From an optimization exercise on the open Yosys and OpenROAD flow, aimed at small area; shortcuts taken in it are not production practice.
Function was checked by simulation only, so behaviour that the tests miss may differ from the original.

## v29
## ReactionTimer
module ReactionTimer(
    input clk,
    input rst,
    input ck_rst,
    input [3:0] btn,
    output ck_io0,
    output ck_io1,
    output ck_io2,
    output ck_io3,
    output ck_io4,
    output ck_io5,
    output ck_io6,
    output ck_io7,
    output ck_io8,
    output ck_io9,
    output ck_io10,
    output ck_io11,
    output [3:0] leds
  );
==> module ReactionTimer, before the edit <==
module ReactionTimer(
    input clk,
    input rst,
    input ck_rst,
    input [3:0] btn,
    output ck_io0,
    output ck_io1,
    output ck_io2,
    output ck_io3,
    output ck_io4,
    output ck_io5,
    output ck_io6,
    output ck_io7,
    output ck_io8,
    output ck_io9,
    output ck_io10,
    output ck_io11,
    output [3:0] leds
  );
  localparam [2:0] S_A = 3'b000, S_B = 3'b001, S_C0 = 3'b010, S_C1 = 3'b011,
                   S_D0 = 3'b100, S_D1 = 3'b101, S_E0 = 3'b111, S_E1 = 3'b110;
  reg [2:0] st;
  reg [6:0] P;
  reg [2:0] Q;
  reg [2:0] BK;
  reg [1:0] BT;
  reg [13:0] R;
  reg L;
  wire tick = (P[4:0] == 5'b10110);
  wire scan = tick & ~Q[2] & ~Q[0];
  wire bk_end = BT[1] & BT[0] & BK[2] & ~BK[0];
  wire blink = scan & bk_end & (R[3:0] == 4'd0);
  wire waiting = ~st[2] & ~st[1];
  wire in_c0 = (st == S_C0);
  wire in_c1 = (st == S_C1);
  wire bcd = st[2];
  wire in_e = st[2] & st[1];
  wire in_e1 = (st == S_E1);
  wire ledon = st[2] & (st[1] | st[0]);
  always @(posedge clk)
  begin
    if (rst)
    begin
      P <= 7'd22;
      Q <= 3'b000;
      BK[2:0] <= 3'b010;
    end
    else
    begin
      P <= tick ? 7'd36 : {P[5:0], P[6] ^ P[0]};
      if (tick)
        Q <= {Q[1:0], ~Q[2] & ~Q[1]};
      if (scan)
      begin
        BK[2] <= bk_end | BK[1];
        if (waiting)
          BK[1:0] <= bk_end ? 2'b00 : {BK[0], BK[1] ^ BT[1]};
        else
          BK[1:0] <= {BK[0] & in_e1, ~BK[1] & in_e1};
      end
    end
  end
  wire fbit = ~(R[0] ^ R[13] ^ R[2]);
  wire done = (&R[12:0]) & (BT[1] | ~BT[0]);
  wire in_d = st[2] & ~st[1];
  wire cin = waiting | (tick & (in_d | (in_c1 & BT[1])));
  wire [3:0] d0 = R[3:0], d1 = R[7:4], d2 = R[11:8], d3 = {BT, R[13:12]};
  wire at8191 = d3[3] & ~d3[0] & d2[0] & d1[3] & d1[0] & (d0 == 4'd1);
  wire [3:0] gc;
  wire [13:0] sum;
  assign gc[0] = cin;
  genvar k;
  generate
    for (k = 0; k < 3; k = k + 1)
    begin : grp
      wire [3:0] g = R[4*k+3:4*k];
      wire c1 = gc[k] & g[0];
      wire c2 = c1 & g[1];
      wire c3 = c2 & g[2];
      wire m = bcd & c1 & g[3];
      assign gc[k+1] = bcd ? m : (c3 & g[3]);
      assign sum[4*k] = g[0] ^ (gc[k] | in_c0);
      assign sum[4*k+1] = (g[1] ^ (c1 | in_c0)) & ~m;
      assign sum[4*k+2] = g[2] ^ (c2 | in_c0);
      assign sum[4*k+3] = (g[3] ^ (c3 | in_c0)) & ~m;
    end
  endgenerate
  wire t1 = gc[3] & R[12];
  wire t2 = t1 & R[13] & bcd;
  wire t3 = t2 & BT[0];
  assign sum[12] = R[12] ^ (gc[3] & ~(bcd & BT[1]));
  assign sum[13] = R[13] ^ t1;
  wire clr = (in_c1 & done) | (in_d & tick & at8191);
  always @(posedge clk)
  begin
    if (rst | clr)
      R <= 14'b11_0000_0000_0000;
    else
      R <= sum;
  end
  always @(posedge clk)
  begin
    if (rst)
      BT <= 2'b11;
    else if (clr)
      BT <= 2'b11;
    else if (waiting)
    begin
      if (scan)
        BT <= bk_end ? 2'b10 : {BT[0], BK[2]};
    end
    else if (in_c0)
      BT <= {tick, fbit};
    else
      BT <= {BT[1] ^ (in_c1 ? tick : t3), BT[0] ^ t2};
  end
  always @(posedge clk)
  begin
    if (rst)
      st <= S_A;
    else
    begin
      case (st)
        S_A:  if (!ck_rst) st <= S_B;
        S_B:  if (ck_rst) st <= S_C0;
        S_C0: st <= S_C1;
        S_C1: if (done) st <= S_D0;
        S_D0: st <= btn[0] ? S_E0 : S_D1;
        S_D1: if (btn[0]) st <= S_E0;
        S_E0: if (scan) st <= S_E1;
        default: st <= S_E1;
      endcase
    end
  end
  always @(posedge clk)
  begin
    if (rst)
      L <= 1'b1;
    else if (bcd)
      L <= 1'b1;
    else if (waiting & blink)
      L <= ~L;
  end
  assign leds = {{3{L & ~ledon}}, L};
  wire [1:0] dsel = BK[1:0];
  wire [3:0] lit = {in_e1 & (dsel == 2'b10), in_e1 & (dsel == 2'b11),
                    in_e1 & (dsel == 2'b01), in_e1 & (dsel == 2'b00)};
  wire [3:0] dig = ({4{lit[0]}} & d0) | ({4{lit[1]}} & d1) |
                   ({4{lit[2]}} & d2) | ({4{lit[3]}} & d3);
  wire [6:0] seg;
  assign seg[6] = ~((~dig[3] & ~dig[2] & ~dig[1] & dig[0]) | (dig[3] & dig[2]) | (dig[2] & ~dig[1] & ~dig[0]));
  assign seg[5] = (~dig[3] & dig[1] & dig[0]) | (~dig[2]) | (~dig[1] & ~dig[0]);
  assign seg[4] = ~((dig[3] & dig[2]) | (~dig[2] & dig[1] & ~dig[0]));
  assign seg[3] = ~((~dig[3] & ~dig[2] & ~dig[1] & dig[0]) | (dig[2] & ~dig[1] & ~dig[0]) | (dig[2] & dig[1] & dig[0]));
  assign seg[2] = ~((dig[2] & ~dig[1]) | (dig[0]));
  assign seg[1] = ~((~dig[3] & ~dig[2] & dig[0]) | (~dig[2] & dig[1]) | (dig[1] & dig[0]));
  assign seg[0] = ~((~dig[3] & ~dig[2] & ~dig[1]) | (dig[2] & dig[1] & dig[0]));
  wire [6:0] segs = seg;
  assign {ck_io3, ck_io2, ck_io1, ck_io0} = ~lit;
  assign {ck_io4, ck_io5, ck_io6, ck_io7, ck_io8, ck_io9, ck_io10} = segs;
  assign ck_io11 = 1'b0;
endmodule
Settings: LEC_CHECK=0, CAP_MARGIN=20, CORE_MARGIN=2, CORE_UTILIZATION=40, SLEW_MARGIN=20; clock period 20.0 ns.
standard.sh (not shown) runs the stock make flow with config.mk's settings and CLKGATE_MAP_FILE= SYNTH_SCRIPT=/design/flow/synth_recipe.tcl, a recipe that flattens the netlist after the stock synthesis.
==> flow/flow/run.sh <==
#!/bin/bash
# Layout flow: the standard ORFS flow with these changes.
#  - Synthesis is the standard flow's (same passes, same registers) except that ABC
#    maps the combinational logic with an area-oriented script (area.abc).
#  - Port buffers are sky130_fd_sc_hd__buf_1 cells.
#  - Clock tree: clkbuf_4 buffers, no dummy loads.
# Each tool's output goes to its own log file in this folder.
set -euo pipefail
W=$PWD
# ORFS synth.tcl with ABC's script argument replaced by flow/area.abc
sed "/log_cmd abc {\*}\$abc_args/i set abc_args [lreplace \$abc_args 1 1 $W/flow/area.abc]" \
  "$FLOW_HOME/scripts/synth.tcl" > "$W/synth_area.tcl"
grep -q "flow/area.abc" "$W/synth_area.tcl"
# The standard flow's synthesis script, sourcing the modified synth.tcl
sed "s#^source \$::env(SCRIPTS_DIR)/synth.tcl#source $W/synth_area.tcl#" synth_recipe.tcl > "$W/synth_top.tcl"
grep -q "synth_area.tcl" "$W/synth_top.tcl"
# The standard flow's layout script, using that synthesis script
sed "s#SYNTH_SCRIPT=[^ ]*#SYNTH_SCRIPT=$W/synth_top.tcl#" standard.sh > "$W/layout.sh"
grep -q "synth_top.tcl" "$W/layout.sh"
export BUFFER_PORTS_ARGS="-buffer_cell sky130_fd_sc_hd__buf_1"
export CTS_ARGS="-sink_clustering_enable -repair_clock_nets -buf_list sky130_fd_sc_hd__clkbuf_4 -dont_use_dummy_load"
bash "$W/layout.sh" > "$W/layout.log" 2>&1
==> flow/flow/area.abc <==
strash
&get -n
&st
&deepsyn -J 100
&put
dch -f
amap
topo
Setup changes, v29 to v3
--- a/flow/design.v
+++ b/flow/design.v
@@ -141,23 +141,32 @@
       L <= 1'b1;
     else if (waiting & blink)
       L <= ~L;
   end
   assign leds = {{3{L & ~ledon}}, L};
   wire [1:0] dsel = BK[1:0];
-  wire [3:0] lit = {in_e1 & (dsel == 2'b10), in_e1 & (dsel == 2'b11),
-                    in_e1 & (dsel == 2'b01), in_e1 & (dsel == 2'b00)};
-  wire [3:0] dig = ({4{lit[0]}} & d0) | ({4{lit[1]}} & d1) |
-                   ({4{lit[2]}} & d2) | ({4{lit[3]}} & d3);
+  reg [3:0] dig;
+  always @( * )
+  begin
+    case (dsel)
+      2'b00: dig = d0;
+      2'b01: dig = d1;
+      2'b11: dig = d2;
+      default: dig = d3;
+    endcase
+  end
   wire [6:0] seg;
   assign seg[6] = ~((~dig[3] & ~dig[2] & ~dig[1] & dig[0]) | (dig[3] & dig[2]) | (dig[2] & ~dig[1] & ~dig[0]));
   assign seg[5] = (~dig[3] & dig[1] & dig[0]) | (~dig[2]) | (~dig[1] & ~dig[0]);
   assign seg[4] = ~((dig[3] & dig[2]) | (~dig[2] & dig[1] & ~dig[0]));
   assign seg[3] = ~((~dig[3] & ~dig[2] & ~dig[1] & dig[0]) | (dig[2] & ~dig[1] & ~dig[0]) | (dig[2] & dig[1] & dig[0]));
   assign seg[2] = ~((dig[2] & ~dig[1]) | (dig[0]));
   assign seg[1] = ~((~dig[3] & ~dig[2] & dig[0]) | (~dig[2] & dig[1]) | (dig[1] & dig[0]));
   assign seg[0] = ~((~dig[3] & ~dig[2] & ~dig[1]) | (dig[2] & dig[1] & dig[0]));
   wire [6:0] segs = seg;
-  assign {ck_io3, ck_io2, ck_io1, ck_io0} = ~lit;
+  assign ck_io0 = ~(in_e1 & (dsel == 2'b00));
+  assign ck_io1 = ~(in_e1 & (dsel == 2'b01));
+  assign ck_io2 = ~(in_e1 & (dsel == 2'b11));
+  assign ck_io3 = ~(in_e1 & (dsel == 2'b10));
   assign {ck_io4, ck_io5, ck_io6, ck_io7, ck_io8, ck_io9, ck_io10} = segs;
   assign ck_io11 = 1'b0;
 endmodule
## What came out
v3 went all the way through synthesis, placement and routing and the layout is clean on timing, DRC and antenna.
Compared with v29, placeable core region in v3 decreased slightly.
v3 against v29: met1 track utilization from global routing now sits higher; latest clock arrival within the worst-skew pair now sits at about the same level; final standard cell count with taps included and fillers excluded now sits lower; final clock period utilization by the worst path now sits lower.
NOTE cell area after synthesis v29->v3 decreased slightly
Cmp v3 vs v29: maximum frequency higher in v3
Maximum clock skew at final layout: v3 higher than v29

[static timing again, ports no longer ideal]
The results above use ideal ports. As a check the final layouts listed here were re-extracted and re-timed, cells and wires unchanged.
Step 1, drivers: a clkbuf_16 drives clk and a buf_2 each remaining input, both assumed.
Step 2 times the ports against the registers' clock, not the clock port: input delays grow and output delays shrink by t, the midpoint of the rising clock arrivals with the driver on.
Slacks: no drivers / after step 1 / after step 2; pairs: no drivers / after step 1.
run | t, ns | setup slack, ns | worst register clock-pin slew, ns
v29 | 0.344 | 12.943 / 12.919 / 13.262 | 0.10 / 0.10
v3 | 0.348 | 13.627 / 13.603 / 13.951 | 0.11 / 0.11
After both steps every run listed still meets setup and hold.
